This is an optimization exercise on Yosys and OpenROAD, whose aim is small area, a short achievable clock period and few clock cycles per item, not a production implementation.
The RTL was checked by simulation tests, not by an equivalence proof against the original design.
Power is estimated from default activity; no workload was simulated.

<file path="flow/flow/run.sh">
#!/bin/bash
# The standard layout (standard.sh: ORFS synthesis and every layout step
# unchanged) with two library choices added to config.mk:
#  - full and half adder cells are not used, so Yosys leaves adders to abc
#    as plain gates (faster than the fa/ha cells);
#  - buffer_ports inserts plain buf_1 port buffers (sized up later by the
#    repair steps where needed) instead of the delay cells it picks by default.
# Make's full output, with every tool's, goes to flow.log; ORFS also keeps
# each step's log under orfs/logs.
set -euo pipefail
cat >> config.mk <<'EOC'
export DONT_USE_CELLS = sky130_fd_sc_hd__fa_1 sky130_fd_sc_hd__fa_2 sky130_fd_sc_hd__fa_4 sky130_fd_sc_hd__ha_1 sky130_fd_sc_hd__ha_2 sky130_fd_sc_hd__ha_4
export BUFFER_PORTS_ARGS = -buffer_cell sky130_fd_sc_hd__buf_1
EOC
bash standard.sh finish > flow.log 2>&1
</file>
<file path="flow/standard.sh">
#!/bin/bash
# synth_recipe.tcl (not shown) runs the flow's synth.tcl, then flattens the netlist and writes it again
# the make line also repeats each setting of config.mk as NAME=value (left out here)
make -C /OpenROAD-flow-scripts/flow DESIGN_CONFIG=/design/flow/config.mk WORK_HOME=/design/flow/orfs CLKGATE_MAP_FILE= SYNTH_SCRIPT=/design/flow/synth_recipe.tcl "${@:-finish}"
</file>
<file path="flow/config.mk">
export PLATFORM = sky130hd
export DESIGN_NAME = divide
export DESIGN_NICKNAME = divide
export VERILOG_FILES = /design/flow/design.v
export SDC_FILE = /design/flow/constraint.sdc
export NUM_CORES = 4
export LEC_CHECK = 0
export ABC_AREA = 1
export CAP_MARGIN = 20
export CORE_MARGIN = 2
export CORE_UTILIZATION = 40
export SETUP_SLACK_MARGIN = 3.2
export SLEW_MARGIN = 20
export DONT_USE_CELLS = sky130_fd_sc_hd__fa_1 sky130_fd_sc_hd__fa_2 sky130_fd_sc_hd__fa_4 sky130_fd_sc_hd__ha_1 sky130_fd_sc_hd__ha_2 sky130_fd_sc_hd__ha_4
export BUFFER_PORTS_ARGS = -buffer_cell sky130_fd_sc_hd__buf_1
</file>
<file path="flow/constraint.sdc">
create_clock -name core_clock -period 6.0 [get_ports {clk}]
set_input_delay 1.2000 -clock core_clock [delete_from_list [all_inputs] [get_ports {clk}]]
set_output_delay 1.2000 -clock core_clock [all_outputs]
set_load 0.01 [all_outputs]
</file>
<file path="flow/design.v">
module divide(clk, rst, new_inp, dvdend, len_a, dvsor, len_b, quotient, remainder, count_add, count_sub, done);
	input clk;
	input rst;
	input new_inp;
	input [31:0] dvdend, dvsor;
	input [4:0] len_a, len_b;
	output [31:0] quotient, remainder;
	output reg done;
	output reg [4:0] count_add, count_sub;
	reg [30:0] q;       
	reg [30:0] r;       
	reg z;              
	reg [30:0] h;       
	reg [3:0] m;        
	wire [5:0] sd = {1'b0, len_a} - {1'b0, len_b};
	wire bz = (dvsor[30:0] == 31'd0);
	wire lt = sd[5];
	wire [33:0] xa = {3'b000, r};
	wire [33:0] xb = ~{3'b000, h};
	wire [33:0] xc = ~{2'b00, h, 1'b0};
	wire [33:0] cs_s = xa ^ xb ^ xc;
	wire [33:0] cs_c = {(xa[32:0] & xb[32:0]) | (xa[32:0] & xc[32:0]) | (xb[32:0] & xc[32:0]), 1'b1};
	wire [31:0] a1_a = {1'b0,r};
	wire [31:0] a1_b = ~{1'b0,h};
	wire [31:0] a1_p = a1_a ^ a1_b;
	wire [31:0] a1_g = a1_a & a1_b;
	wire a1_gc = a1_g[0] | a1_p[0];
	wire a1_n1_g = a1_g[1] | (a1_p[1] & a1_gc);
	wire a1_n2_g = a1_g[3] | (a1_p[3] & a1_g[2]);
	wire a1_n2_p = a1_p[3] & a1_p[2];
	wire a1_n3_g = a1_g[5] | (a1_p[5] & a1_g[4]);
	wire a1_n3_p = a1_p[5] & a1_p[4];
	wire a1_n4_g = a1_g[7] | (a1_p[7] & a1_g[6]);
	wire a1_n4_p = a1_p[7] & a1_p[6];
	wire a1_n5_g = a1_g[9] | (a1_p[9] & a1_g[8]);
	wire a1_n5_p = a1_p[9] & a1_p[8];
	wire a1_n6_g = a1_g[11] | (a1_p[11] & a1_g[10]);
	wire a1_n6_p = a1_p[11] & a1_p[10];
	wire a1_n7_g = a1_g[13] | (a1_p[13] & a1_g[12]);
	wire a1_n7_p = a1_p[13] & a1_p[12];
	wire a1_n8_g = a1_g[15] | (a1_p[15] & a1_g[14]);
	wire a1_n8_p = a1_p[15] & a1_p[14];
	wire a1_n9_g = a1_g[17] | (a1_p[17] & a1_g[16]);
	wire a1_n9_p = a1_p[17] & a1_p[16];
	wire a1_n10_g = a1_g[19] | (a1_p[19] & a1_g[18]);
	wire a1_n10_p = a1_p[19] & a1_p[18];
	wire a1_n11_g = a1_g[21] | (a1_p[21] & a1_g[20]);
	wire a1_n11_p = a1_p[21] & a1_p[20];
	wire a1_n12_g = a1_g[23] | (a1_p[23] & a1_g[22]);
	wire a1_n12_p = a1_p[23] & a1_p[22];
	wire a1_n13_g = a1_g[25] | (a1_p[25] & a1_g[24]);
	wire a1_n13_p = a1_p[25] & a1_p[24];
	wire a1_n14_g = a1_g[27] | (a1_p[27] & a1_g[26]);
	wire a1_n14_p = a1_p[27] & a1_p[26];
	wire a1_n15_g = a1_g[29] | (a1_p[29] & a1_g[28]);
	wire a1_n15_p = a1_p[29] & a1_p[28];
	wire a1_n16_g = a1_g[31] | (a1_p[31] & a1_g[30]);
	wire a1_n16_p = a1_p[31] & a1_p[30];
	wire a1_n17_g = a1_n2_g | (a1_n2_p & a1_n1_g);
	wire a1_n18_g = a1_n4_g | (a1_n4_p & a1_n3_g);
	wire a1_n18_p = a1_n4_p & a1_n3_p;
	wire a1_n19_g = a1_n6_g | (a1_n6_p & a1_n5_g);
	wire a1_n19_p = a1_n6_p & a1_n5_p;
	wire a1_n20_g = a1_n8_g | (a1_n8_p & a1_n7_g);
	wire a1_n20_p = a1_n8_p & a1_n7_p;
	wire a1_n21_g = a1_n10_g | (a1_n10_p & a1_n9_g);
	wire a1_n21_p = a1_n10_p & a1_n9_p;
	wire a1_n22_g = a1_n12_g | (a1_n12_p & a1_n11_g);
	wire a1_n22_p = a1_n12_p & a1_n11_p;
	wire a1_n23_g = a1_n14_g | (a1_n14_p & a1_n13_g);
	wire a1_n23_p = a1_n14_p & a1_n13_p;
	wire a1_n24_g = a1_n16_g | (a1_n16_p & a1_n15_g);
	wire a1_n24_p = a1_n16_p & a1_n15_p;
	wire a1_n25_g = a1_n18_g | (a1_n18_p & a1_n17_g);
	wire a1_n26_g = a1_n20_g | (a1_n20_p & a1_n19_g);
	wire a1_n26_p = a1_n20_p & a1_n19_p;
	wire a1_n27_g = a1_n22_g | (a1_n22_p & a1_n21_g);
	wire a1_n27_p = a1_n22_p & a1_n21_p;
	wire a1_n28_g = a1_n24_g | (a1_n24_p & a1_n23_g);
	wire a1_n28_p = a1_n24_p & a1_n23_p;
	wire a1_n29_g = a1_n26_g | (a1_n26_p & a1_n25_g);
	wire a1_n30_g = a1_n28_g | (a1_n28_p & a1_n27_g);
	wire a1_n30_p = a1_n28_p & a1_n27_p;
	wire a1_n31_g = a1_n30_g | (a1_n30_p & a1_n29_g);
	wire a1_n32_g = a1_n27_g | (a1_n27_p & a1_n29_g);
	wire a1_n33_g = a1_n19_g | (a1_n19_p & a1_n25_g);
	wire a1_n34_g = a1_n21_g | (a1_n21_p & a1_n29_g);
	wire a1_n35_g = a1_n23_g | (a1_n23_p & a1_n32_g);
	wire a1_n36_g = a1_n3_g | (a1_n3_p & a1_n17_g);
	wire a1_n37_g = a1_n5_g | (a1_n5_p & a1_n25_g);
	wire a1_n38_g = a1_n7_g | (a1_n7_p & a1_n33_g);
	wire a1_n39_g = a1_n9_g | (a1_n9_p & a1_n29_g);
	wire a1_n40_g = a1_n11_g | (a1_n11_p & a1_n34_g);
	wire a1_n41_g = a1_n13_g | (a1_n13_p & a1_n32_g);
	wire a1_n42_g = a1_n15_g | (a1_n15_p & a1_n35_g);
	wire a1_n43_g = a1_g[2] | (a1_p[2] & a1_n1_g);
	wire a1_n44_g = a1_g[4] | (a1_p[4] & a1_n17_g);
	wire a1_n45_g = a1_g[6] | (a1_p[6] & a1_n36_g);
	wire a1_n46_g = a1_g[8] | (a1_p[8] & a1_n25_g);
	wire a1_n47_g = a1_g[10] | (a1_p[10] & a1_n37_g);
	wire a1_n48_g = a1_g[12] | (a1_p[12] & a1_n33_g);
	wire a1_n49_g = a1_g[14] | (a1_p[14] & a1_n38_g);
	wire a1_n50_g = a1_g[16] | (a1_p[16] & a1_n29_g);
	wire a1_n51_g = a1_g[18] | (a1_p[18] & a1_n39_g);
	wire a1_n52_g = a1_g[20] | (a1_p[20] & a1_n34_g);
	wire a1_n53_g = a1_g[22] | (a1_p[22] & a1_n40_g);
	wire a1_n54_g = a1_g[24] | (a1_p[24] & a1_n32_g);
	wire a1_n55_g = a1_g[26] | (a1_p[26] & a1_n41_g);
	wire a1_n56_g = a1_g[28] | (a1_p[28] & a1_n35_g);
	wire a1_n57_g = a1_g[30] | (a1_p[30] & a1_n42_g);
	wire [32:0] a1_c = {a1_n31_g, a1_n57_g, a1_n42_g, a1_n56_g, a1_n35_g, a1_n55_g, a1_n41_g, a1_n54_g, a1_n32_g, a1_n53_g, a1_n40_g, a1_n52_g, a1_n34_g, a1_n51_g, a1_n39_g, a1_n50_g, a1_n29_g, a1_n49_g, a1_n38_g, a1_n48_g, a1_n33_g, a1_n47_g, a1_n37_g, a1_n46_g, a1_n25_g, a1_n45_g, a1_n36_g, a1_n44_g, a1_n17_g, a1_n43_g, a1_n1_g, a1_gc, 1'b1};
	wire [31:0] a1_s = a1_p ^ a1_c[31:0];
	wire a1_co = a1_c[32];
	wire [31:0] a2_a = {1'b0,r};
	wire [31:0] a2_b = ~{h,1'b0};
	wire [31:0] a2_p = a2_a ^ a2_b;
	wire [31:0] a2_g = a2_a & a2_b;
	wire a2_gc = a2_g[0] | a2_p[0];
	wire a2_n1_g = a2_g[1] | (a2_p[1] & a2_gc);
	wire a2_n2_g = a2_g[3] | (a2_p[3] & a2_g[2]);
	wire a2_n2_p = a2_p[3] & a2_p[2];
	wire a2_n3_g = a2_g[5] | (a2_p[5] & a2_g[4]);
	wire a2_n3_p = a2_p[5] & a2_p[4];
	wire a2_n4_g = a2_g[7] | (a2_p[7] & a2_g[6]);
	wire a2_n4_p = a2_p[7] & a2_p[6];
	wire a2_n5_g = a2_g[9] | (a2_p[9] & a2_g[8]);
	wire a2_n5_p = a2_p[9] & a2_p[8];
	wire a2_n6_g = a2_g[11] | (a2_p[11] & a2_g[10]);
	wire a2_n6_p = a2_p[11] & a2_p[10];
	wire a2_n7_g = a2_g[13] | (a2_p[13] & a2_g[12]);
	wire a2_n7_p = a2_p[13] & a2_p[12];
	wire a2_n8_g = a2_g[15] | (a2_p[15] & a2_g[14]);
	wire a2_n8_p = a2_p[15] & a2_p[14];
	wire a2_n9_g = a2_g[17] | (a2_p[17] & a2_g[16]);
	wire a2_n9_p = a2_p[17] & a2_p[16];
	wire a2_n10_g = a2_g[19] | (a2_p[19] & a2_g[18]);
	wire a2_n10_p = a2_p[19] & a2_p[18];
	wire a2_n11_g = a2_g[21] | (a2_p[21] & a2_g[20]);
	wire a2_n11_p = a2_p[21] & a2_p[20];
	wire a2_n12_g = a2_g[23] | (a2_p[23] & a2_g[22]);
	wire a2_n12_p = a2_p[23] & a2_p[22];
	wire a2_n13_g = a2_g[25] | (a2_p[25] & a2_g[24]);
	wire a2_n13_p = a2_p[25] & a2_p[24];
	wire a2_n14_g = a2_g[27] | (a2_p[27] & a2_g[26]);
	wire a2_n14_p = a2_p[27] & a2_p[26];
	wire a2_n15_g = a2_g[29] | (a2_p[29] & a2_g[28]);
	wire a2_n15_p = a2_p[29] & a2_p[28];
	wire a2_n16_g = a2_g[31] | (a2_p[31] & a2_g[30]);
	wire a2_n16_p = a2_p[31] & a2_p[30];
	wire a2_n17_g = a2_n2_g | (a2_n2_p & a2_n1_g);
	wire a2_n18_g = a2_n4_g | (a2_n4_p & a2_n3_g);
	wire a2_n18_p = a2_n4_p & a2_n3_p;
	wire a2_n19_g = a2_n6_g | (a2_n6_p & a2_n5_g);
	wire a2_n19_p = a2_n6_p & a2_n5_p;
	wire a2_n20_g = a2_n8_g | (a2_n8_p & a2_n7_g);
	wire a2_n20_p = a2_n8_p & a2_n7_p;
	wire a2_n21_g = a2_n10_g | (a2_n10_p & a2_n9_g);
	wire a2_n21_p = a2_n10_p & a2_n9_p;
	wire a2_n22_g = a2_n12_g | (a2_n12_p & a2_n11_g);
	wire a2_n22_p = a2_n12_p & a2_n11_p;
	wire a2_n23_g = a2_n14_g | (a2_n14_p & a2_n13_g);
	wire a2_n23_p = a2_n14_p & a2_n13_p;
	wire a2_n24_g = a2_n16_g | (a2_n16_p & a2_n15_g);
	wire a2_n24_p = a2_n16_p & a2_n15_p;
	wire a2_n25_g = a2_n18_g | (a2_n18_p & a2_n17_g);
	wire a2_n26_g = a2_n20_g | (a2_n20_p & a2_n19_g);
	wire a2_n26_p = a2_n20_p & a2_n19_p;
	wire a2_n27_g = a2_n22_g | (a2_n22_p & a2_n21_g);
	wire a2_n27_p = a2_n22_p & a2_n21_p;
	wire a2_n28_g = a2_n24_g | (a2_n24_p & a2_n23_g);
	wire a2_n28_p = a2_n24_p & a2_n23_p;
	wire a2_n29_g = a2_n26_g | (a2_n26_p & a2_n25_g);
	wire a2_n30_g = a2_n28_g | (a2_n28_p & a2_n27_g);
	wire a2_n30_p = a2_n28_p & a2_n27_p;
	wire a2_n31_g = a2_n30_g | (a2_n30_p & a2_n29_g);
	wire a2_n32_g = a2_n27_g | (a2_n27_p & a2_n29_g);
	wire a2_n33_g = a2_n19_g | (a2_n19_p & a2_n25_g);
	wire a2_n34_g = a2_n21_g | (a2_n21_p & a2_n29_g);
	wire a2_n35_g = a2_n23_g | (a2_n23_p & a2_n32_g);
	wire a2_n36_g = a2_n3_g | (a2_n3_p & a2_n17_g);
	wire a2_n37_g = a2_n5_g | (a2_n5_p & a2_n25_g);
	wire a2_n38_g = a2_n7_g | (a2_n7_p & a2_n33_g);
	wire a2_n39_g = a2_n9_g | (a2_n9_p & a2_n29_g);
	wire a2_n40_g = a2_n11_g | (a2_n11_p & a2_n34_g);
	wire a2_n41_g = a2_n13_g | (a2_n13_p & a2_n32_g);
	wire a2_n42_g = a2_n15_g | (a2_n15_p & a2_n35_g);
	wire a2_n43_g = a2_g[2] | (a2_p[2] & a2_n1_g);
	wire a2_n44_g = a2_g[4] | (a2_p[4] & a2_n17_g);
	wire a2_n45_g = a2_g[6] | (a2_p[6] & a2_n36_g);
	wire a2_n46_g = a2_g[8] | (a2_p[8] & a2_n25_g);
	wire a2_n47_g = a2_g[10] | (a2_p[10] & a2_n37_g);
	wire a2_n48_g = a2_g[12] | (a2_p[12] & a2_n33_g);
	wire a2_n49_g = a2_g[14] | (a2_p[14] & a2_n38_g);
	wire a2_n50_g = a2_g[16] | (a2_p[16] & a2_n29_g);
	wire a2_n51_g = a2_g[18] | (a2_p[18] & a2_n39_g);
	wire a2_n52_g = a2_g[20] | (a2_p[20] & a2_n34_g);
	wire a2_n53_g = a2_g[22] | (a2_p[22] & a2_n40_g);
	wire a2_n54_g = a2_g[24] | (a2_p[24] & a2_n32_g);
	wire a2_n55_g = a2_g[26] | (a2_p[26] & a2_n41_g);
	wire a2_n56_g = a2_g[28] | (a2_p[28] & a2_n35_g);
	wire a2_n57_g = a2_g[30] | (a2_p[30] & a2_n42_g);
	wire [32:0] a2_c = {a2_n31_g, a2_n57_g, a2_n42_g, a2_n56_g, a2_n35_g, a2_n55_g, a2_n41_g, a2_n54_g, a2_n32_g, a2_n53_g, a2_n40_g, a2_n52_g, a2_n34_g, a2_n51_g, a2_n39_g, a2_n50_g, a2_n29_g, a2_n49_g, a2_n38_g, a2_n48_g, a2_n33_g, a2_n47_g, a2_n37_g, a2_n46_g, a2_n25_g, a2_n45_g, a2_n36_g, a2_n44_g, a2_n17_g, a2_n43_g, a2_n1_g, a2_gc, 1'b1};
	wire [31:0] a2_s = a2_p ^ a2_c[31:0];
	wire a2_co = a2_c[32];
	wire [33:0] a3_a = cs_s;
	wire [33:0] a3_b = cs_c;
	wire [33:0] a3_p = a3_a ^ a3_b;
	wire [33:0] a3_g = a3_a & a3_b;
	wire a3_gc = a3_g[0] | a3_p[0];
	wire a3_n1_g = a3_g[1] | (a3_p[1] & a3_gc);
	wire a3_n2_g = a3_g[3] | (a3_p[3] & a3_g[2]);
	wire a3_n2_p = a3_p[3] & a3_p[2];
	wire a3_n3_g = a3_g[5] | (a3_p[5] & a3_g[4]);
	wire a3_n3_p = a3_p[5] & a3_p[4];
	wire a3_n4_g = a3_g[7] | (a3_p[7] & a3_g[6]);
	wire a3_n4_p = a3_p[7] & a3_p[6];
	wire a3_n5_g = a3_g[9] | (a3_p[9] & a3_g[8]);
	wire a3_n5_p = a3_p[9] & a3_p[8];
	wire a3_n6_g = a3_g[11] | (a3_p[11] & a3_g[10]);
	wire a3_n6_p = a3_p[11] & a3_p[10];
	wire a3_n7_g = a3_g[13] | (a3_p[13] & a3_g[12]);
	wire a3_n7_p = a3_p[13] & a3_p[12];
	wire a3_n8_g = a3_g[15] | (a3_p[15] & a3_g[14]);
	wire a3_n8_p = a3_p[15] & a3_p[14];
	wire a3_n9_g = a3_g[17] | (a3_p[17] & a3_g[16]);
	wire a3_n9_p = a3_p[17] & a3_p[16];
	wire a3_n10_g = a3_g[19] | (a3_p[19] & a3_g[18]);
	wire a3_n10_p = a3_p[19] & a3_p[18];
	wire a3_n11_g = a3_g[21] | (a3_p[21] & a3_g[20]);
	wire a3_n11_p = a3_p[21] & a3_p[20];
	wire a3_n12_g = a3_g[23] | (a3_p[23] & a3_g[22]);
	wire a3_n12_p = a3_p[23] & a3_p[22];
	wire a3_n13_g = a3_g[25] | (a3_p[25] & a3_g[24]);
	wire a3_n13_p = a3_p[25] & a3_p[24];
	wire a3_n14_g = a3_g[27] | (a3_p[27] & a3_g[26]);
	wire a3_n14_p = a3_p[27] & a3_p[26];
	wire a3_n15_g = a3_g[29] | (a3_p[29] & a3_g[28]);
	wire a3_n15_p = a3_p[29] & a3_p[28];
	wire a3_n16_g = a3_g[31] | (a3_p[31] & a3_g[30]);
	wire a3_n16_p = a3_p[31] & a3_p[30];
	wire a3_n17_g = a3_g[33] | (a3_p[33] & a3_g[32]);
	wire a3_n17_p = a3_p[33] & a3_p[32];
	wire a3_n18_g = a3_n2_g | (a3_n2_p & a3_n1_g);
	wire a3_n19_g = a3_n4_g | (a3_n4_p & a3_n3_g);
	wire a3_n19_p = a3_n4_p & a3_n3_p;
	wire a3_n20_g = a3_n6_g | (a3_n6_p & a3_n5_g);
	wire a3_n20_p = a3_n6_p & a3_n5_p;
	wire a3_n21_g = a3_n8_g | (a3_n8_p & a3_n7_g);
	wire a3_n21_p = a3_n8_p & a3_n7_p;
	wire a3_n22_g = a3_n10_g | (a3_n10_p & a3_n9_g);
	wire a3_n22_p = a3_n10_p & a3_n9_p;
	wire a3_n23_g = a3_n12_g | (a3_n12_p & a3_n11_g);
	wire a3_n23_p = a3_n12_p & a3_n11_p;
	wire a3_n24_g = a3_n14_g | (a3_n14_p & a3_n13_g);
	wire a3_n24_p = a3_n14_p & a3_n13_p;
	wire a3_n25_g = a3_n16_g | (a3_n16_p & a3_n15_g);
	wire a3_n25_p = a3_n16_p & a3_n15_p;
	wire a3_n26_g = a3_n19_g | (a3_n19_p & a3_n18_g);
	wire a3_n27_g = a3_n21_g | (a3_n21_p & a3_n20_g);
	wire a3_n27_p = a3_n21_p & a3_n20_p;
	wire a3_n28_g = a3_n23_g | (a3_n23_p & a3_n22_g);
	wire a3_n28_p = a3_n23_p & a3_n22_p;
	wire a3_n29_g = a3_n25_g | (a3_n25_p & a3_n24_g);
	wire a3_n29_p = a3_n25_p & a3_n24_p;
	wire a3_n30_g = a3_n27_g | (a3_n27_p & a3_n26_g);
	wire a3_n31_g = a3_n29_g | (a3_n29_p & a3_n28_g);
	wire a3_n31_p = a3_n29_p & a3_n28_p;
	wire a3_n32_g = a3_n31_g | (a3_n31_p & a3_n30_g);
	wire a3_n33_g = a3_n28_g | (a3_n28_p & a3_n30_g);
	wire a3_n34_g = a3_n20_g | (a3_n20_p & a3_n26_g);
	wire a3_n35_g = a3_n22_g | (a3_n22_p & a3_n30_g);
	wire a3_n36_g = a3_n24_g | (a3_n24_p & a3_n33_g);
	wire a3_n37_g = a3_n3_g | (a3_n3_p & a3_n18_g);
	wire a3_n38_g = a3_n5_g | (a3_n5_p & a3_n26_g);
	wire a3_n39_g = a3_n7_g | (a3_n7_p & a3_n34_g);
	wire a3_n40_g = a3_n9_g | (a3_n9_p & a3_n30_g);
	wire a3_n41_g = a3_n11_g | (a3_n11_p & a3_n35_g);
	wire a3_n42_g = a3_n13_g | (a3_n13_p & a3_n33_g);
	wire a3_n43_g = a3_n15_g | (a3_n15_p & a3_n36_g);
	wire a3_n44_g = a3_n17_g | (a3_n17_p & a3_n32_g);
	wire a3_n45_g = a3_g[2] | (a3_p[2] & a3_n1_g);
	wire a3_n46_g = a3_g[4] | (a3_p[4] & a3_n18_g);
	wire a3_n47_g = a3_g[6] | (a3_p[6] & a3_n37_g);
	wire a3_n48_g = a3_g[8] | (a3_p[8] & a3_n26_g);
	wire a3_n49_g = a3_g[10] | (a3_p[10] & a3_n38_g);
	wire a3_n50_g = a3_g[12] | (a3_p[12] & a3_n34_g);
	wire a3_n51_g = a3_g[14] | (a3_p[14] & a3_n39_g);
	wire a3_n52_g = a3_g[16] | (a3_p[16] & a3_n30_g);
	wire a3_n53_g = a3_g[18] | (a3_p[18] & a3_n40_g);
	wire a3_n54_g = a3_g[20] | (a3_p[20] & a3_n35_g);
	wire a3_n55_g = a3_g[22] | (a3_p[22] & a3_n41_g);
	wire a3_n56_g = a3_g[24] | (a3_p[24] & a3_n33_g);
	wire a3_n57_g = a3_g[26] | (a3_p[26] & a3_n42_g);
	wire a3_n58_g = a3_g[28] | (a3_p[28] & a3_n36_g);
	wire a3_n59_g = a3_g[30] | (a3_p[30] & a3_n43_g);
	wire a3_n60_g = a3_g[32] | (a3_p[32] & a3_n32_g);
	wire [34:0] a3_c = {a3_n44_g, a3_n60_g, a3_n32_g, a3_n59_g, a3_n43_g, a3_n58_g, a3_n36_g, a3_n57_g, a3_n42_g, a3_n56_g, a3_n33_g, a3_n55_g, a3_n41_g, a3_n54_g, a3_n35_g, a3_n53_g, a3_n40_g, a3_n52_g, a3_n30_g, a3_n51_g, a3_n39_g, a3_n50_g, a3_n34_g, a3_n49_g, a3_n38_g, a3_n48_g, a3_n26_g, a3_n47_g, a3_n37_g, a3_n46_g, a3_n18_g, a3_n45_g, a3_n1_g, a3_gc, 1'b1};
	wire [33:0] a3_s = a3_p ^ a3_c[33:0];
	wire a3_co = a3_c[34];
	wire c1 = a1_co;    
	wire c2 = a2_co;    
	wire c3 = a3_co;    
	wire d1 = c2;
	wire d0 = c3 | (c1 & ~c2);
	wire [30:0] rn = c3 ? a3_s[30:0] : c2 ? a2_s[30:0] : a1_s[30:0];
	wire last = (m == 4'd0);
	wire start = done & new_inp;
	assign quotient = {z, q};
	assign remainder = {z, r};
	always @(posedge clk) begin
		if (rst)
			done <= 1'b1;
		else if (start)
			done <= bz | lt;
		else if (!done)
			done <= last;
	end
	always @(posedge clk) begin
		if (done) begin
			h <= dvsor[30:0] << {sd[4:1], 1'b0};
			m <= sd[4:1];
		end else begin
			h <= h >> 2;
			m <= m - 4'd1;
		end
	end
	always @(posedge clk) begin
		if (start) begin
			r <= dvdend[30:0] | {31{bz}};
			q <= {31{bz}};
			z <= bz;
			count_add <= (bz | lt | sd[0]) ? 5'd0 : 5'd31;
			count_sub <= (bz | lt) ? 5'd0 : 5'd1;
		end else if (!done) begin
			if (c1)
				r <= rn;
			q <= {q[28:0], d1, d0};
			count_add <= count_add + {4'd0, ~d1} + {4'd0, ~d0};
			count_sub <= count_sub + {4'd0, d1} + {4'd0, d0 & ~last};
		end
	end
endmodule
</file>
==> results of run 1 <==
sequential cells by signal, indices dropped and copies added, names as in the netlist:
register and cells:
m 4, count_add 5, z 1, q 31
r 31, h 31, done 1, count_sub 5
final timing paths:
check	start	end	slack [ns]	cells past startpoint
setup / recovery	len_a[1]	h[18]	3.14	15
hold / removal	m[0]	m[0]	0.49	1
hold reg to reg	m[0]	m[0]	0.49	1
setup reg to reg	r[6]	r[28]	3.20	21
cell type report:
type	count	share of cell area
Tap cell	335	0.0291
Clock inverter	7	0.00669
Sequential cell	109	0.204
Inverter	217	0.0635
Timing Repair inverter	11	0.00608
Timing Repair Buffer	272	0.119
Clock buffer	9	0.0156
Multi-Input combinational cell	1454	0.556
timing repair:
action                                  CTS  global route
resized for setup                       118           334
hold buffers                              0             0
pin swaps                                32            97
cloned                                   14             5
endpoints found under the setup margin  135           102
buffers inserted                         44            65
worst reg2reg max path, stage by stage, from the launching register on:
cell and delay, ns:
edfxtp_1 0.48, inv_2 0.09, nand2_4 0.12, nand2_4 0.08, nand2_4 0.06, nand2_1 0.04, nand2_1 0.10, nand2_2 0.09
nor2_4 0.12, nand2_2 0.06, inv_2 0.05, nand2_2 0.06, nand2_4 0.10, nand2_4 0.07, nand2_8 0.09, nand2_2 0.07
nand2_4 0.10, nand2_8 0.12, inv_12 0.21, nand3_1 0.15, o21ai_1 0.17, a21oi_1 0.10
through the flow:
| stage | power [mW] | cells | cell area, um2 |
|---|---|---|---|
| 5_1_grt | 10.3 | 2414 | 14400 |
| 4_1_cts | 8.08 | 2344 | 12700 |
| 3_5_place_dp | 6.84 | 2270 | 11600 |
| 6_report | 9.47 | 2414 | 14400 |
| 2_1_floorplan | 5.57 | 1830 | 10800 |
| 3_3_place_gp | 6.74 | 2270 | 11600 |
kinds of logic (layout without fill, tap and decap cells):
kind of cell	count (synthesis)	in the layout
flip-flops	109	109
multiplexers	6	6
XOR/XNOR	39	39
AO/OA/AOI/OAI	294	294
AND/OR/NAND/NOR	1113	1115
buffers and inverters	269	516
per-layer routing:
metal,global-route usage,share of wire,wire (um)
met1,0.359,0.46,17700
met2,0.401,0.45,17500
met3,0.0449,0.067,2600
met4,0.0684,0.023,883
met5,0,0,0
cell usage after synthesis, types with 4 or more instances:
library cell  number
nand3_2            7
nand4_1            8
clkbuf_1          36
o21ai_0          123
dfxtp_1           36
a31oi_1           19
o21ai_1           13
a21boi_0          11
buf_2             10
nor2_2             4
o211ai_1          13
nand2_1          700
a21oi_1           72
nand2_4            6
nand2_2           32
nor4_1            10
xor2_1            23
nand3_1          180
o22ai_1           20
mux2i_1            6
xnor2_1           16
or2_2             11
nor2_1           144
inv_2             50
buf_1              4
inv_1            164
edfxtp_1          73
report_power, final:
group / switching, mW / internal (mW) / leakage [nW]
Clock: 0.373 / 0.312 / 0.156
Combinational: 4.53 / 2.79 / 5.84
Sequential: 0.313 / 1.15 / 1.05
==> flow_metrics.env, run 1 <==
export IMPL_io_pins=152
export IMPL_drive_gt1_frac=0.265
export IMPL_cts_max_level=3
export IMPL_worst_slack_ns=3.14
export IMPL_synth_top_cell_by_area="nand2_1"
export IMPL_vias_per_cell=5.33
export IMPL_setup_viol=0
export IMPL_n_fill_cell=2632
export IMPL_initial_core_util=0.409
export IMPL_grt_pass1_vias=11100
export IMPL_path_clk_slew_ns=0.09
export IMPL_core_area_mm2=0.0262
export IMPL_numPortBuffers=149
export IMPL_hold_ws_ns=0.492
export IMPL_period_share=0.476
export IMPL_crit_family="simple AND/OR/NAND/NOR gates"
export IMPL_netlist_instances=1830
export IMPL_routed_wire_length_per_instance_um=16.0
export IMPL_synth_async_sr_flop_share=0
export IMPL_die_h_um=168
export IMPL_ir_drop_mv=0.306
export IMPL_relSlewSlack=0.587
export IMPL_grt_total_usage=0.254
export IMPL_place_hpwl_um=25400
export IMPL_path_max_fanout=7
export IMPL_synthSimpleGateAreaFrac=0.437
export IMPL_dr_first_iter_drc_count=945
export IMPL_crit_buf_inv=4
export IMPL_required_ns=6.30
export IMPL_vias=12900
export IMPL_synthToLayoutAreaGrowth_pct=34.4
export IMPL_most_common_layout_cells="nand2_1, buf_1, inv_1"
export IMPL_synth_edf_count=73
export IMPL_synth_fp_nets=1907
export IMPL_grt_antenna_before_repair=0
export IMPL_startpoint_type="input pin"
export IMPL_fmax_ghz=0.350
export IMPL_crit_arrival_ns=3.16
export IMPL_first_pass_iters=6
export IMPL_avgSynthCellArea_um2=5.85
export IMPL_synth_mux_area_frac=0.00561
export IMPL_cts_tree="built"
export IMPL_worst_pin_slew_ns=0.620
export IMPL_layout_commonest_cell="nand2_1"
export IMPL_finish_utilization=0.549
export IMPL_die_area_mm2=0.0281
export IMPL_routabilityCongestion=0.891
export IMPL_seq_area_frac_synth=0.272
export IMPL_hold_class="register to register"
export IMPL_insertion_delay_ns=0.37
export IMPL_row_count=59
export IMPL_critPathKind="input pin to register"
export IMPL_drv_slew=0
export IMPL_cp_common_cell="nor2_4"
export IMPL_maxCapViolations=0
export IMPL_antenna_cells=0
export IMPL_fin_worst_skew_ns=0.0269
export IMPL_power_density_mw_per_mm2=657
export IMPL_ff_latch_area_mm2=0.00294
export IMPL_p_leak_nw=7.04
export IMPL_report_final_hold_viol_count=0
export IMPL_numClockSinks=109
export IMPL_multi_input_area_mm2=0.00800
export IMPL_status="complete, no violations"
export IMPL_synth_top_area_share=0.245
export IMPL_grt_pass1_wl_um=57400
export IMPL_synth_top_family_by_area="simple AND/OR/NAND/NOR gates"
export IMPL_crit_slowest_cell="or2_4"
export IMPL_drcViolationCount=0
export IMPL_synth_area_mm2=0.0107
export IMPL_synth_ff_latch_count=109
export IMPL_dpl_worst_slack_ns=1.91
export IMPL_crit_chain="buf_6, inv_4, or2_4, nand3_4, nand2_2, and3_4, nor2_4, nor2_4, nor2_4, xor2_2, buf_6, clkinvlp_4, nand3_2, nand3_4, o21ai_1"
export IMPL_synth_area_top_cells="nand2_1, edfxtp_1, nand3_1, dfxtp_1, inv_1"
export IMPL_min_period_ns=2.86
export IMPL_synth_xor_area_frac=0.0319
export IMPL_synth_compound_area_frac=0.157
export IMPL_synth_distinct_cells=53
export IMPL_timing_setup_tns_ns=0
export IMPL_synthFlopType="edfxtp_1"
export IMPL_synth_fa_ha_area_frac=0
export IMPL_final_nets=2151
export IMPL_rsz0062_at_grt="true"
export IMPL_drt_antenna_violating_nets=0
export IMPL_ys_warn_count=1
export IMPL_critPathCaptureType="register"
export IMPL_dieWidth_um=168
export IMPL_clockBufferDepth=2
export IMPL_grt_max_degree=68
export IMPL_cp_slowest_stage_delay_ns=0.26
export IMPL_ctsRootBufferMaster="clkbuf_16"
export IMPL_cts_buffers_inserted=9
export IMPL_wl_um=38700
export IMPL_overflow=0
Testbench counts, summed over its fixed seeds: cycles 21,027, items 4,000.
==> inputs of run 2 (changes only) <==
--- a/flow/config.mk
+++ b/flow/config.mk
@@ -9,7 +9,7 @@
 export CAP_MARGIN = 20
 export CORE_MARGIN = 2
 export CORE_UTILIZATION = 40
-export SETUP_SLACK_MARGIN = 3.2
+export SETUP_SLACK_MARGIN = 3.0
 export SLEW_MARGIN = 20
 export DONT_USE_CELLS = sky130_fd_sc_hd__fa_1 sky130_fd_sc_hd__fa_2 sky130_fd_sc_hd__fa_4 sky130_fd_sc_hd__ha_1 sky130_fd_sc_hd__ha_2 sky130_fd_sc_hd__ha_4
 export BUFFER_PORTS_ARGS = -buffer_cell sky130_fd_sc_hd__buf_1
==> flow_metrics.env, run 2 <==
export IMPL_status="complete, no violations"
export IMPL_p_seq_frac=0.168
export IMPL_synth_area_mm2=0.0107
export IMPL_required_ns=6.26
export IMPL_power_internal_mw=3.88
export IMPL_die_area_mm2=0.0281
export IMPL_synth_distinct_cells=53
export IMPL_grt_total_usage=0.245
export IMPL_numClockSinks=109
export IMPL_synth_top_area_share=0.245
export IMPL_cp_slowest_stage_delay_ns=0.24
export IMPL_stdcell_count=2368
export IMPL_top_regs="h: 31 flops, q: 31 flops, r: 31 flops"
export IMPL_cts_tree="built"
export IMPL_wl_um=36700
export IMPL_path_max_fanout=6
export IMPL_crit_arrival_ns=3.19
export IMPL_drv_slew=0
export IMPL_synth_ff_latch_count=109
export IMPL_power_density_mw_per_mm2=655
export IMPL_dr_first_iter_drc_count=1113
export IMPL_path_clk_slew_ns=0.10
export IMPL_antenna_cells=0
export IMPL_relSlewSlack=0.478
export IMPL_vias=12700
export IMPL_setup_viol=0
export IMPL_insertion_delay_ns=0.38
export IMPL_cts_hold_buf=0
export IMPL_startpoint_type="input pin"
export IMPL_report_final_hold_viol_count=0
export IMPL_p_leak_nw=6.66
export IMPL_synth_area_top_cells="nand2_1, edfxtp_1, nand3_1, dfxtp_1, inv_1"
export IMPL_clockBufferDepth=2
export IMPL_swShare=0.556
export IMPL_drcViolationCount=0
export IMPL_synthToLayoutAreaGrowth_pct=24.5
export IMPL_final_nets=2105
export IMPL_synth_fp_nets=1907
export IMPL_power_frac_clock=0.077
export IMPL_dieWidth_um=168
export IMPL_fmax_ghz=0.342
export IMPL_place_hpwl_um=25400
export IMPL_grt_pass1_vias=10700
export IMPL_die_h_um=168
export IMPL_seq_area_frac_synth=0.272
export IMPL_row_count=59
export IMPL_most_common_layout_cells="nand2_1, nand3_1, inv_1"
export IMPL_critPathKind="input pin to register"
export IMPL_cts_max_level=3
export IMPL_wirelength_met1_um=17300
export IMPL_wl_met3_um=2600
export IMPL_dr_wl_met2_um=16100
export IMPL_worst_pin_slew_ns=0.782
export IMPL_grt_pass1_wl_um=55500
export IMPL_period_share=0.488
export IMPL_io_pins=152
export IMPL_fin_worst_skew_ns=0.0206
export IMPL_layout_commonest_cell="nand2_1"
export IMPL_total_power_mw=8.74
export IMPL_grt_max_degree=67
export IMPL_ctsRootBufferMaster="clkbuf_16"
export IMPL_avgSynthCellArea_um2=5.85
export IMPL_synth_common_cells="nand2_1, nand3_1, inv_1, nor2_1, o21ai_0"
export IMPL_synth_async_sr_flop_share=0
export IMPL_synth_edf_count=73
export IMPL_numPortBuffers=149
export IMPL_routed_wire_length_per_instance_um=15.5
export IMPL_overflow=0
export IMPL_crit_slowest_cell="or2_4"
export IMPL_timing_setup_tns_ns=0
export IMPL_drt_antenna_violating_nets=0
export IMPL_routabilityCongestion=0.903
export IMPL_cp_common_cell="o21ai_0"
export IMPL_switchingPower_mw=4.86
export IMPL_n_fill_cell=2743
export IMPL_core_area_mm2=0.0262
export IMPL_yosysMostFrequentCell="nand2_1"
export IMPL_combPwrFrac=0.755
export IMPL_first_pass_iters=5
export IMPL_min_period_ns=2.93
export IMPL_maxCapViolations=0
export IMPL_drive_gt1_frac=0.184
export IMPL_netlist_instances=1830
export IMPL_critPathCaptureType="register"
export IMPL_dp_cells=2270
export IMPL_grt_antenna_before_repair=0
export IMPL_synth_top_cell_by_area="nand2_1"
export IMPL_cts_buffers_inserted=9
export IMPL_synthFlopType="edfxtp_1"
export IMPL_rsz0062_at_grt="true"
export IMPL_routed_top_layer="met4"
export IMPL_ir_drop_mv=0.271
export IMPL_vias_per_cell=5.35
export IMPL_crit_chain="buf_1, inv_1, or2_4, nand3_4, nand2_1, and3_4, nor2_4, buf_12, clkinvlp_4, buf_6, o21ai_0, or2_1, a21oi_2, o21ai_2, o21ai_0"
export IMPL_ys_warn_count=1
export IMPL_hold_class="register to register"
export IMPL_initial_core_util=0.409
## run 2: routing by layer
layer | up-vias | global-route usage
met5 | - | 0
met3 | 47 | 0.0364
met4 | 0 | 0.0582
li1 | 6372 | -
met2 | 447 | 0.376
met1 | 5810 | 0.362
## run 2: cells by family (layout without fill, tap and decap cells)
| group | count (synthesis) | after routing | share of synthesized area |
|---|---|---|---|
| and+or+nand+nor | 1113 | 1115 | 0.437 |
| AOI/OAI and AO/OA | 294 | 294 | 0.157 |
| buffers and inverters | 269 | 470 | 0.0961 |
| DFF | 109 | 109 | 0.272 |
| xor gates and xnor gates | 39 | 39 | 0.0319 |
| muxes | 6 | 6 | 0.00561 |
## run 2: per-stage QoR
step,setup WS [ns],utilization,hold WS (ns),instance area (um2)
after floorplan,3.00,-,0.449,10700
after global placement,1.89,0.440,0.468,11500
after detailed placement,1.88,0.440,0.471,11500
after CTS,2.85,0.460,0.490,12100
after global routing,2.90,0.509,0.525,13300
final,3.07,0.509,0.488,13300
## run 2: final timing paths
path | from | end | slack, ns | cells after the start
worst max-delay path | len_a[1] | h[22] | 3.07 | 15
worst min-delay path | m[2] | m[2] | 0.49 | 2
worst max register to register | r[5] | r[0] | 3.11 | 13
worst min register to register | m[2] | m[2] | 0.49 | 2
## run 2: timing repair
action	CTS	global route
gates cloned	5	9
resized for setup	30	212
endpoints found under the setup margin	100	107
buffers inserted	5	63
pin swaps	1	62
## run 2: power by group through the flow
stage / combinational (mW) / sequential (mW) / clock [mW]
global route: 7.38 / 1.49 / 0.711
global placement: 5.26 / 1.46 / 0
detailed placement: 5.35 / 1.46 / 0
CTS: 5.61 / 1.45 / 0.684
finish: 6.60 / 1.46 / 0.675
floorplan: 4.10 / 1.45 / 0
## run 2: worst max-delay path, delay by kind of cell
kind / cells / cell delay [ns]
AOI/OAI and AO/OA: 4 / 0.47
and+or+nand+nor: 6 / 0.94
buffers and inverters: 5 / 0.57
## run 2: cell type report
type | instances | area [um2] | share of cell area
Clock buffer | 9 | 225 | 0.0169
Clock inverter | 7 | 101 | 0.00760
Inverter | 217 | 880 | 0.0660
Multi-Input combinational cell | 1454 | 7420 | 0.556
Sequential cell | 109 | 2930 | 0.220
Tap cell | 335 | 419 | 0.0314
Timing Repair Buffer | 230 | 1310 | 0.0982
Timing Repair inverter | 7 | 51.3 | 0.00385
==> inputs of run 3 (changes only) <==
--- a/flow/config.mk
+++ b/flow/config.mk
@@ -9,7 +9,7 @@
 export CAP_MARGIN = 20
 export CORE_MARGIN = 2
 export CORE_UTILIZATION = 40
-export SETUP_SLACK_MARGIN = 3.0
+export SETUP_SLACK_MARGIN = 3.4
 export SLEW_MARGIN = 20
 export DONT_USE_CELLS = sky130_fd_sc_hd__fa_1 sky130_fd_sc_hd__fa_2 sky130_fd_sc_hd__fa_4 sky130_fd_sc_hd__ha_1 sky130_fd_sc_hd__ha_2 sky130_fd_sc_hd__ha_4
 export BUFFER_PORTS_ARGS = -buffer_cell sky130_fd_sc_hd__buf_1
==> flow_metrics.env, run 3 <==
export IMPL_status="complete, no violations"
export IMPL_rsz0062_at_grt="true"
export IMPL_reg2reg_to="r[19]"
export IMPL_synth_ff_latch_count=109
export IMPL_synthToLayoutAreaGrowth_pct=48.1
export IMPL_startpoint_type="input pin"
export IMPL_cp_endpoint="h[18]"
export IMPL_insertion_delay_ns=0.38
export IMPL_worst_pin_slew_ns=0.632
export IMPL_core_area_mm2=0.0262
export IMPL_path_max_fanout=6
export IMPL_crit_arrival_ns=3.18
export IMPL_ys_warn_count=1
export IMPL_dieWidth_um=168
export IMPL_dr_first_iter_drc_count=1112
export IMPL_p_leak_nw=7.78
export IMPL_grt_pass1_wl_um=61900
export IMPL_hold_class="register to register"
export IMPL_final_nets=2234
export IMPL_ctsRootBufferMaster="clkbuf_16"
export IMPL_die_h_um=168
export IMPL_grt_pass1_vias=11900
export IMPL_drt_antenna_violating_nets=0
export IMPL_netlist_instances=1830
export IMPL_grt_max_degree=68
export IMPL_n_fill_cell=2355
export IMPL_layout_commonest_cell="nand2_1"
export IMPL_synth_area_mm2=0.0107
export IMPL_synth_edf_count=73
export IMPL_place_hpwl_um=25000
export IMPL_synth_fp_nets=1907
export IMPL_cts_max_level=3
export IMPL_yosysMostFrequentCell="nand2_1"
export IMPL_drv_slew=0
export IMPL_path_clk_slew_ns=0.10
export IMPL_numPortBuffers=149
export IMPL_vias_per_cell=5.41
export IMPL_numClockSinks=109
export IMPL_timing_setup_tns_ns=0
export IMPL_antenna_cells=0
export IMPL_rrSetupSlack_ns=3.17
export IMPL_seq_area_frac_synth=0.272
export IMPL_grt_antenna_before_repair=0
export IMPL_power_density_mw_per_mm2=678
export IMPL_drive_gt1_frac=0.340
export IMPL_clockBufferDepth=2
export IMPL_reg2reg_depth=18
export IMPL_drcViolationCount=0
export IMPL_synth_top_area_share=0.245
export IMPL_fmax_ghz=0.344
export IMPL_overflow=0
export IMPL_synth_top_cell_by_area="nand2_1"
export IMPL_crit_chain="buf_6, inv_4, or2_4, nand3_4, nand2_2, and3_4, nor2_4, buf_6, buf_16, clkinvlp_4, buf_4, nand2_1, o21ai_1, nand2_1, nand3_2, nand3_4, o21ai_2"
export IMPL_first_pass_iters=6
export IMPL_required_ns=6.27
export IMPL_relSlewSlack=0.579
export IMPL_worst_slack_ns=3.09
export IMPL_cp_slowest_stage_delay_ns=0.26
export IMPL_synth_distinct_cells=53
export IMPL_initial_core_util=0.409
export IMPL_synth_async_sr_flop_share=0
export IMPL_min_period_ns=2.91
export IMPL_routed_wire_length_per_instance_um=17.3
export IMPL_fin_area_mm2=0.0159
export IMPL_top_regs="h: 31 flops, q: 31 flops, r: 31 flops"
export IMPL_cts_buffers_inserted=9
export IMPL_period_share=0.485
export IMPL_cp_startpoint="len_a[1]"
export IMPL_finish_utilization=0.605
export IMPL_cts_hold_buf=0
export IMPL_setup_viol=0
export IMPL_routabilityCongestion=0.902
export IMPL_io_pins=152
export IMPL_r2r_start="r[17]"
export IMPL_fin_worst_skew_ns=0.0267
export IMPL_maxCapViolations=0
export IMPL_cts_tree="built"
export IMPL_die_area_mm2=0.0281
export IMPL_dpl_worst_slack_ns=2.06
export IMPL_synthFlopType="edfxtp_1"
export IMPL_total_power_mw=10.7
export IMPL_synth_area_top_cells="nand2_1, edfxtp_1, nand3_1, dfxtp_1, inv_1"
export IMPL_avgSynthCellArea_um2=5.85
export IMPL_report_final_hold_viol_count=0
export IMPL_place_area_mm2=0.0116
export IMPL_crit_slowest_cell="or2_4"
export IMPL_grt_total_usage=0.277
export IMPL_ir_drop_mv=0.299
export IMPL_most_common_layout_cells="nand2_1, buf_1, nand2_2, buf_4, inv_1"
export IMPL_row_count=59
export IMPL_critPathKind="input pin to register"
export IMPL_critPathCaptureType="register"
export IMPL_wl_um=43200
export IMPL_synth_common_cells="nand2_1, nand3_1, inv_1, nor2_1, o21ai_0"
export IMPL_vias=13500
-- run 3: final cells by class --
cell class,instances,area [um2],area share
clock buffer,9,225,0.0142
sequential,109,2940,0.186
tap,335,419,0.0264
timing repair buffer,352,2660,0.168
inverter,217,963,0.0607
multi-input combinational,1454,8420,0.531
timing repair inverter,14,133,0.00836
clock inverter,7,96.3,0.00607
-- run 3: timing repair --
item                       in CTS  in global routing
setup endpoints to repair     138                137
setup buffers                 129                 55
cloned                         21                  7
hold endpoints to repair        0                  0
pin swaps                      92                126
gates resized for setup       302                316
-- run 3: per-stage QoR --
step,hold slack [ns],instances
after floorplan,0.449,1830
after global placement,0.467,2269
after detailed placement,0.475,2269
after CTS,0.492,2435
after global routing,0.518,2497
final,0.489,2497
-- run 3: kinds of logic after synthesis --
group | share of synthesized area
buffers and inverters | 0.0961
AO/OA/AOI/OAI | 0.157
XOR/XNOR | 0.0319
multiplexers | 0.00561
AND/OR/NAND/NOR | 0.437
flip-flops | 0.272
-- run 3: per-layer routing --
layer  wire length [um]  part of all wire  vias up  track usage
met4               1970             0.045        0        0.110
met3               3510             0.081      122       0.0477
li1                   -                 -     6640            -
met5                  0                 0        -            0
met2              19400              0.45      573        0.434
met1              18300              0.42     6166        0.379
-- run 3: power by group --
part	switching, mW	internal (mW)
Clock	0.386	0.313
Combinational	5.07	3.51
Sequential	0.313	1.15
Total	5.77	4.98
-- run 3: worst min path at each step --
| stage | startpoint | to | slack [ns] | cells past startpoint |
|---|---|---|---|---|
| floorplan | m[0] | m[0] | 0.45 | 1 |
| finish | m[0] | m[0] | 0.49 | 1 |
| CTS | m[0] | m[0] | 0.49 | 1 |
| global placement | m[2] | m[2] | 0.47 | 2 |
| detailed placement | m[0] | m[0] | 0.47 | 1 |
| global route | m[0] | m[0] | 0.52 | 1 |
-- run 3: worst max-delay path, delay by kind of cell --
family          cells  cell delay [ns]
buf+inv             6             0.69
simple gates        9             1.10
compound gates      2             0.16
==> inputs of run 4 (changes only) <==
--- a/flow/config.mk
+++ b/flow/config.mk
@@ -9,7 +9,7 @@
 export CAP_MARGIN = 20
 export CORE_MARGIN = 2
 export CORE_UTILIZATION = 40
-export SETUP_SLACK_MARGIN = 3.4
+export SETUP_SLACK_MARGIN = 2.3
 export SLEW_MARGIN = 20
 export DONT_USE_CELLS = sky130_fd_sc_hd__fa_1 sky130_fd_sc_hd__fa_2 sky130_fd_sc_hd__fa_4 sky130_fd_sc_hd__ha_1 sky130_fd_sc_hd__ha_2 sky130_fd_sc_hd__ha_4
 export BUFFER_PORTS_ARGS = -buffer_cell sky130_fd_sc_hd__buf_1
==> flow_metrics.env, run 4 <==
export IMPL_numClockSinks=109
export IMPL_power_internal_mw=3.25
export IMPL_cp_common_cell="o21ai_0"
export IMPL_multi_input_area_mm2=0.00678
export IMPL_wl_um=33400
export IMPL_hold_class="register to register"
export IMPL_synth_fa_ha_area_frac=0
export IMPL_synth_top_family_by_area="simple AND/OR/NAND/NOR gates"
export IMPL_synth_async_sr_flop_share=0
export IMPL_yosysMostFrequentCell="nand2_1"
export IMPL_drcViolationCount=0
export IMPL_crit_buf_inv=5
export IMPL_top_regs="h: 31 flops, q: 31 flops, r: 31 flops"
export IMPL_drt_antenna_violating_nets=0
export IMPL_overflow=0
export IMPL_swShare=0.568
export IMPL_dieWidth_um=168
export IMPL_status="complete, no violations"
export IMPL_grt_antenna_before_repair=0
export IMPL_routabilityCongestion=0.931
export IMPL_p_leak_nw=6.06
export IMPL_required_ns=6.23
export IMPL_synth_top_cell_by_area="nand2_1"
export IMPL_drive_gt1_frac=0.0788
export IMPL_synth_area_mm2=0.0107
export IMPL_synthSimpleGateAreaFrac=0.437
export IMPL_setup_viol=0
export IMPL_hold_path_depth=2
export IMPL_cts_buffers_inserted=9
export IMPL_critPathKind="input pin to register"
export IMPL_die_h_um=168
export IMPL_synthFlopType="edfxtp_1"
export IMPL_netlist_instances=1830
export IMPL_period_share=0.574
export IMPL_reg2reg_to="r[17]"
export IMPL_drv_slew=0
export IMPL_routed_wire_length_per_instance_um=14.6
export IMPL_core_area_mm2=0.0262
export IMPL_seq_area_frac_synth=0.272
export IMPL_vias_per_cell=5.19
export IMPL_grt_max_degree=53
export IMPL_most_common_layout_cells="nand2_1, nand3_1, inv_1"
export IMPL_reg2reg_depth=16
export IMPL_power_frac_clock=0.090
export IMPL_r2r_start="r[1]"
export IMPL_crit_arrival_ns=3.68
export IMPL_cts_max_level=3
export IMPL_synth_ff_latch_count=109
export IMPL_min_from="m[2]"
export IMPL_min_period_ns=3.44
export IMPL_report_final_hold_viol_count=0
export IMPL_total_power_mw=7.53
export IMPL_synth_common_cells="nand2_1, nand3_1, inv_1, nor2_1, o21ai_0"
export IMPL_grt_pass1_vias=10500
export IMPL_rrSetupSlack_ns=2.63
export IMPL_synthToLayoutAreaGrowth_pct=11.2
export IMPL_first_pass_iters=6
export IMPL_crit_chain="buf_1, inv_1, or2_1, nand2_1, nand3_1, nand2_1, buf_4, clkinvlp_4, or2_2, o21ai_0, inv_1, o21ai_0, o21ai_0, o21ai_1, o21ai_0"
export IMPL_avgSynthCellArea_um2=5.85
export IMPL_synth_distinct_cells=53
export IMPL_path_clk_slew_ns=0.09
export IMPL_crit_slowest_cell="buf_4"
export IMPL_critPathCaptureType="register"
export IMPL_synth_area_top_cells="nand2_1, edfxtp_1, nand3_1, dfxtp_1, inv_1"
export IMPL_layout_commonest_cell="nand2_1"
export IMPL_die_area_mm2=0.0281
export IMPL_switchingPower_mw=4.28
export IMPL_p_seq_frac=0.193
export IMPL_synth_edf_count=73
export IMPL_antenna_cells=0
export IMPL_synth_top_area_share=0.245
export IMPL_initial_core_util=0.409
export IMPL_dr_first_iter_drc_count=892
export IMPL_clockBufferDepth=2
export IMPL_grt_pass1_wl_um=54000
export IMPL_timing_setup_tns_ns=0
export IMPL_final_nets=2027
export IMPL_ir_drop_mv=0.242
export IMPL_fin_worst_skew_ns=0.0169
export IMPL_worst_pin_slew_ns=1.00
export IMPL_cts_tree="built"
export IMPL_path_max_fanout=42
export IMPL_relSlewSlack=0.332
export IMPL_synth_mux_area_frac=0.00561
export IMPL_ff_latch_area_mm2=0.00291
export IMPL_startpoint_type="input pin"
export IMPL_cp_slowest_stage_delay_ns=0.34
export IMPL_power_density_mw_per_mm2=632
export IMPL_maxCapViolations=0
export IMPL_insertion_delay_ns=0.37
export IMPL_whs_endpoint="m[2]"
export IMPL_numPortBuffers=149
export IMPL_row_count=59
export IMPL_vias=11900
export IMPL_place_hpwl_um=25300
export IMPL_n_fill_cell=2779
export IMPL_fmax_ghz=0.291
export IMPL_rsz0062_at_grt="false"
export IMPL_synth_fp_nets=1907
export IMPL_combPwrFrac=0.717
export IMPL_io_pins=152
export IMPL_ys_warn_count=1
export IMPL_synth_compound_area_frac=0.157
export IMPL_grt_total_usage=0.237
export IMPL_synth_xor_area_frac=0.0319
export IMPL_crit_family="compound AO/OA/AOI/OAI gates"
export IMPL_ctsRootBufferMaster="clkbuf_16"
[run 4: cell counts after synthesis]
Identical to the previous run, type by type.
[run 4: tightest hold or removal path, stage by stage, from the launching register on]
cell	delay, ns
dfxtp_1	0.32
nand2_1	0.06
a31oi_1	0.07
[run 4: layer usage]
layer / GRT usage / wire [um] / vias up
met5: 0 / 0 / -
met1: 0.345 / 16400 / 5284
met2: 0.364 / 14100 / 362
li1: - / - / 6196
met3: 0.0378 / 2210 / 39
met4: 0.0639 / 682 / 0
[run 4: kinds of logic (layout without fill, tap and decap cells)]
logic type             Yosys count  count (layout)
AO/OA/AOI/OAI                  294             294
AND/OR/NAND/NOR               1113            1113
multiplexers                     6               6
XOR/XNOR                        39              39
buffers and inverters          269             394
flip-flops                     109             109
[run 4: final cells by class]
class,instances,share of cell area
sequential,109,0.245
timing repair buffer,160,0.0539
multi-input combinational,1452,0.569
clock buffer,9,0.0189
inverter,217,0.0694
tap,335,0.0352
timing repair inverter,1,0.000420
clock inverter,7,0.00851
[run 4: power groups by stage]
stage	registers, mW	logic [mW]	clock network, mW
4_1_cts	1.45	5.37	0.689
3_3_place_gp	1.46	5.27	0
5_1_grt	1.49	6.19	0.712
3_5_place_dp	1.46	5.35	0
6_report	1.45	5.39	0.678
2_1_floorplan	1.45	4.10	0
[run 4: worst max path at each step]
stage,start,end,slack [ns],depth (start not counted)
global route,r[1],r[26],2.32,16
global placement,len_a[1],h[21],1.90,13
CTS,len_a[1],h[22],2.31,15
finish,len_a[1],h[22],2.56,15
detailed placement,len_a[1],h[21],1.88,13
floorplan,new_inp,r[10],2.96,3
[run 4: timing repair]
| action | CTS | global route |
|---|---|---|
| setup buffers | 0 | 4 |
| cloned | 0 | 1 |
| setup endpoints to repair | 1 | 55 |
| hold buffers | 0 | 0 |
| hold endpoints to repair | 0 | 0 |
| gates resized for setup | 1 | 6 |
[run 4: metrics by stage]
step | cells | util | hold slack (ns) | setup WS (ns) | cell area, um2
4_1_cts | 2285 | 0.453 | 0.488 | 2.31 | 11900
3_5_place_dp | 2269 | 0.440 | 0.471 | 1.88 | 11500
5_1_grt | 2290 | 0.454 | 0.527 | 2.32 | 11900
6_report | 2290 | 0.454 | 0.488 | 2.56 | 11900
3_3_place_gp | 2269 | 0.440 | 0.468 | 1.90 | 11500
2_1_floorplan | 1830 | - | 0.449 | 2.96 | 10700
==> inputs of run 5 (changes only) <==
--- a/flow/config.mk
+++ b/flow/config.mk
@@ -9,7 +9,7 @@
 export CAP_MARGIN = 20
 export CORE_MARGIN = 2
 export CORE_UTILIZATION = 40
-export SETUP_SLACK_MARGIN = 2.3
+export SETUP_SLACK_MARGIN = 1.8
 export SLEW_MARGIN = 20
 export DONT_USE_CELLS = sky130_fd_sc_hd__fa_1 sky130_fd_sc_hd__fa_2 sky130_fd_sc_hd__fa_4 sky130_fd_sc_hd__ha_1 sky130_fd_sc_hd__ha_2 sky130_fd_sc_hd__ha_4
 export BUFFER_PORTS_ARGS = -buffer_cell sky130_fd_sc_hd__buf_1
==> flow_metrics.env, run 5 <==
export IMPL_setup_viol=0
export IMPL_final_nets=2022
export IMPL_critPathKind="input pin to register"
export IMPL_rsz0062_at_grt="false"
export IMPL_clockBufferDepth=2
export IMPL_vias_per_cell=5.18
export IMPL_maxCapViolations=0
export IMPL_grt_pass1_vias=10500
export IMPL_ys_warn_count=1
export IMPL_dr_first_iter_drc_count=817
export IMPL_path_max_fanout=42
export IMPL_cts_max_level=3
export IMPL_layout_commonest_cell="nand2_1"
export IMPL_numPortBuffers=149
export IMPL_yosysMostFrequentCell="nand2_1"
export IMPL_routed_wire_length_per_instance_um=14.6
export IMPL_netlist_instances=1830
export IMPL_avgSynthCellArea_um2=5.85
export IMPL_synth_fp_nets=1907
export IMPL_top_regs="h: 31 flops, q: 31 flops, r: 31 flops"
export IMPL_first_pass_iters=5
export IMPL_routabilityCongestion=0.931
export IMPL_crit_arrival_ns=4.03
export IMPL_row_count=59
export IMPL_synth_edf_count=73
export IMPL_drive_gt1_frac=0.0744
export IMPL_grt_total_usage=0.237
export IMPL_ctsRootBufferMaster="clkbuf_16"
export IMPL_fin_worst_skew_ns=0.0172
export IMPL_cts_hold_buf=0
export IMPL_synth_common_cells="nand2_1, nand3_1, inv_1, nor2_1, o21ai_0"
export IMPL_hold_ws_ns=0.488
export IMPL_fmax_ghz=0.263
export IMPL_numClockSinks=109
export IMPL_required_ns=6.23
export IMPL_critPathCaptureType="register"
export IMPL_synth_top_cell_by_area="nand2_1"
export IMPL_period_share=0.634
export IMPL_seq_area_frac_synth=0.272
export IMPL_insertion_delay_ns=0.37
export IMPL_ir_drop_mv=0.242
export IMPL_cts_buffers_inserted=9
export IMPL_cts_tree="built"
export IMPL_overflow=0
export IMPL_power_density_mw_per_mm2=634
export IMPL_vias=11800
export IMPL_ctsResizeCount=0
export IMPL_grt_antenna_before_repair=0
export IMPL_most_common_layout_cells="nand2_1, nand3_1, inv_1"
export IMPL_core_area_mm2=0.0262
export IMPL_initial_core_util=0.409
export IMPL_synth_ff_latch_count=109
export IMPL_die_area_mm2=0.0281
export IMPL_drcViolationCount=0
export IMPL_startpoint_type="input pin"
export IMPL_synthFlopType="edfxtp_1"
export IMPL_relSlewSlack=0.341
export IMPL_synth_async_sr_flop_share=0
export IMPL_worst_pin_slew_ns=0.988
export IMPL_synth_top_area_share=0.245
export IMPL_synth_area_mm2=0.0107
export IMPL_drv_slew=0
export IMPL_grt_pass1_wl_um=54000
export IMPL_dieWidth_um=168
export IMPL_report_final_hold_viol_count=0
export IMPL_timing_setup_tns_ns=0
export IMPL_post_cts_repair_setup_buffers=0
export IMPL_synth_area_top_cells="nand2_1, edfxtp_1, nand3_1, dfxtp_1, inv_1"
export IMPL_path_clk_slew_ns=0.09
export IMPL_place_hpwl_um=25300
export IMPL_synth_distinct_cells=53
export IMPL_die_h_um=168
export IMPL_io_pins=152
export IMPL_drt_antenna_violating_nets=0
export IMPL_status="complete, no violations"
export IMPL_wl_um=33300
export IMPL_antenna_cells=0
export IMPL_grt_max_degree=53
export IMPL_min_period_ns=3.80
export IMPL_p_leak_nw=6.05
export IMPL_hold_class="register to register"
export IMPL_synthToLayoutAreaGrowth_pct=10.7
-- run 5: cell count changes in the layout (fill, tap and decap cells not counted), sizes merged --
cell	previous run	this run
clkinv	5	6
clkinvlp	3	0
buf	160	156
inv	217	218
-- run 5: cells by family after synthesis --
| family | count (synthesis) | synth area share |
|---|---|---|
| mux | 6 | 0.00561 |
| flops | 109 | 0.272 |
| simple gates | 1113 | 0.437 |
| buf+inv | 269 | 0.0961 |
| compound gates | 294 | 0.157 |
| xor+xnor | 39 | 0.0319 |
-- run 5: layout make-up --
cell class / count / area [um2]
fillers: 2781 / 14300
multi-input cells: 1452 / 6770
flip-flops and latches: 109 / 2910
inverters: 217 / 815
repair buffers: 156 / 612
well taps: 335 / 419
clock buffers: 9 / 225
clock inverters: 7 / 101
-- run 5: path summary, 6_finish.rpt --
path	startpoint	to	slack, ns	cells after the start
setup / recovery	len_a[1]	h[22]	2.20	15
hold / removal	m[2]	m[2]	0.49	2
setup reg to reg	r[15]	r[28]	2.34	18
hold reg to reg	m[2]	m[2]	0.49	2
-- run 5: worst max-delay path, cell delays in order --
cell and delay (ns):
buf_1 0.06, inv_1 0.04, or2_1 0.23, nand2_1 0.07
nand3_1 0.06, nand2_1 0.07, buf_4 0.33, clkinv_1 0.46
or2_2 0.42, o21ai_0 0.08, inv_1 0.07, o21ai_0 0.23
o21ai_0 0.14, o21ai_1 0.37, o21ai_0 0.20
-- run 5: report_power, final --
part | internal, mW | leakage [nW] | total, mW | switching, mW
logic | 1.79 | 4.85 | 5.38 | 3.60
clock network | 0.310 | 0.157 | 0.678 | 0.368
registers | 1.15 | 1.04 | 1.46 | 0.310
-- run 5: layer usage --
layer | share of wire | global-route usage | up-vias
li1 | - | - | 6198
met1 | 0.49 | 0.345 | 5228
met2 | 0.42 | 0.364 | 363
met3 | 0.067 | 0.0378 | 37
met4 | 0.020 | 0.0639 | 0
met5 | 0 | 0 | -
-- run 5: through the flow --
| stage | cells | utilization | setup WS (ns) | power [mW] | instance area [um2] |
|---|---|---|---|---|---|
| 3_5_place_dp | 2269 | 0.440 | 1.88 | 6.81 | 11500 |
| 2_1_floorplan | 1830 | - | 2.96 | 5.55 | 10700 |
| 4_1_cts | 2285 | 0.453 | 2.28 | 7.51 | 11900 |
| 5_1_grt | 2285 | 0.453 | 1.95 | 8.38 | 11900 |
| 6_report | 2285 | 0.453 | 2.20 | 7.52 | 11900 |
| 3_3_place_gp | 2269 | 0.440 | 1.90 | 6.73 | 11500 |

afterwards: timing with drivers on the ports:
Ports are ideal in the flow. The routed layouts listed here were re-timed in OpenROAD.
Step 1, drivers: a clkbuf_16 drives clk and a buf_2 each remaining input, both assumed.
Step 2 moves the port delays by t, midway between the first and last clock arrival at a register: inputs arrive t later, outputs are due t later. That takes back most of the time a late clock gives input paths.
Slacks: ideal ports / drivers / drivers and shift; pairs: ideal ports / drivers.
run | t, ns | setup WS [ns] | worst setup path at the end | latest minus earliest clock arrival (ns)
run 1 | 0.410 | 3.141 / 3.151 / 2.741 | input to register | 0.029 / 0.030
run 2 | 0.422 | 3.074 / 3.102 / 2.680 | input to register | 0.021 / 0.022
run 3 | 0.423 | 3.090 / 3.108 / 2.684 | input to register | 0.026 / 0.027
run 4 | 0.418 | 2.558 / 2.585 / 2.166 | input to register | 0.021 / 0.021
run 5 | 0.417 | 2.198 / 2.225 / 1.807 | input to register | 0.022 / 0.021
After both steps setup and hold are still met in every run listed. For run 3, which loses most, drivers alone change the setup slack by +0.018 ns; drivers and shift together by -0.406 ns.
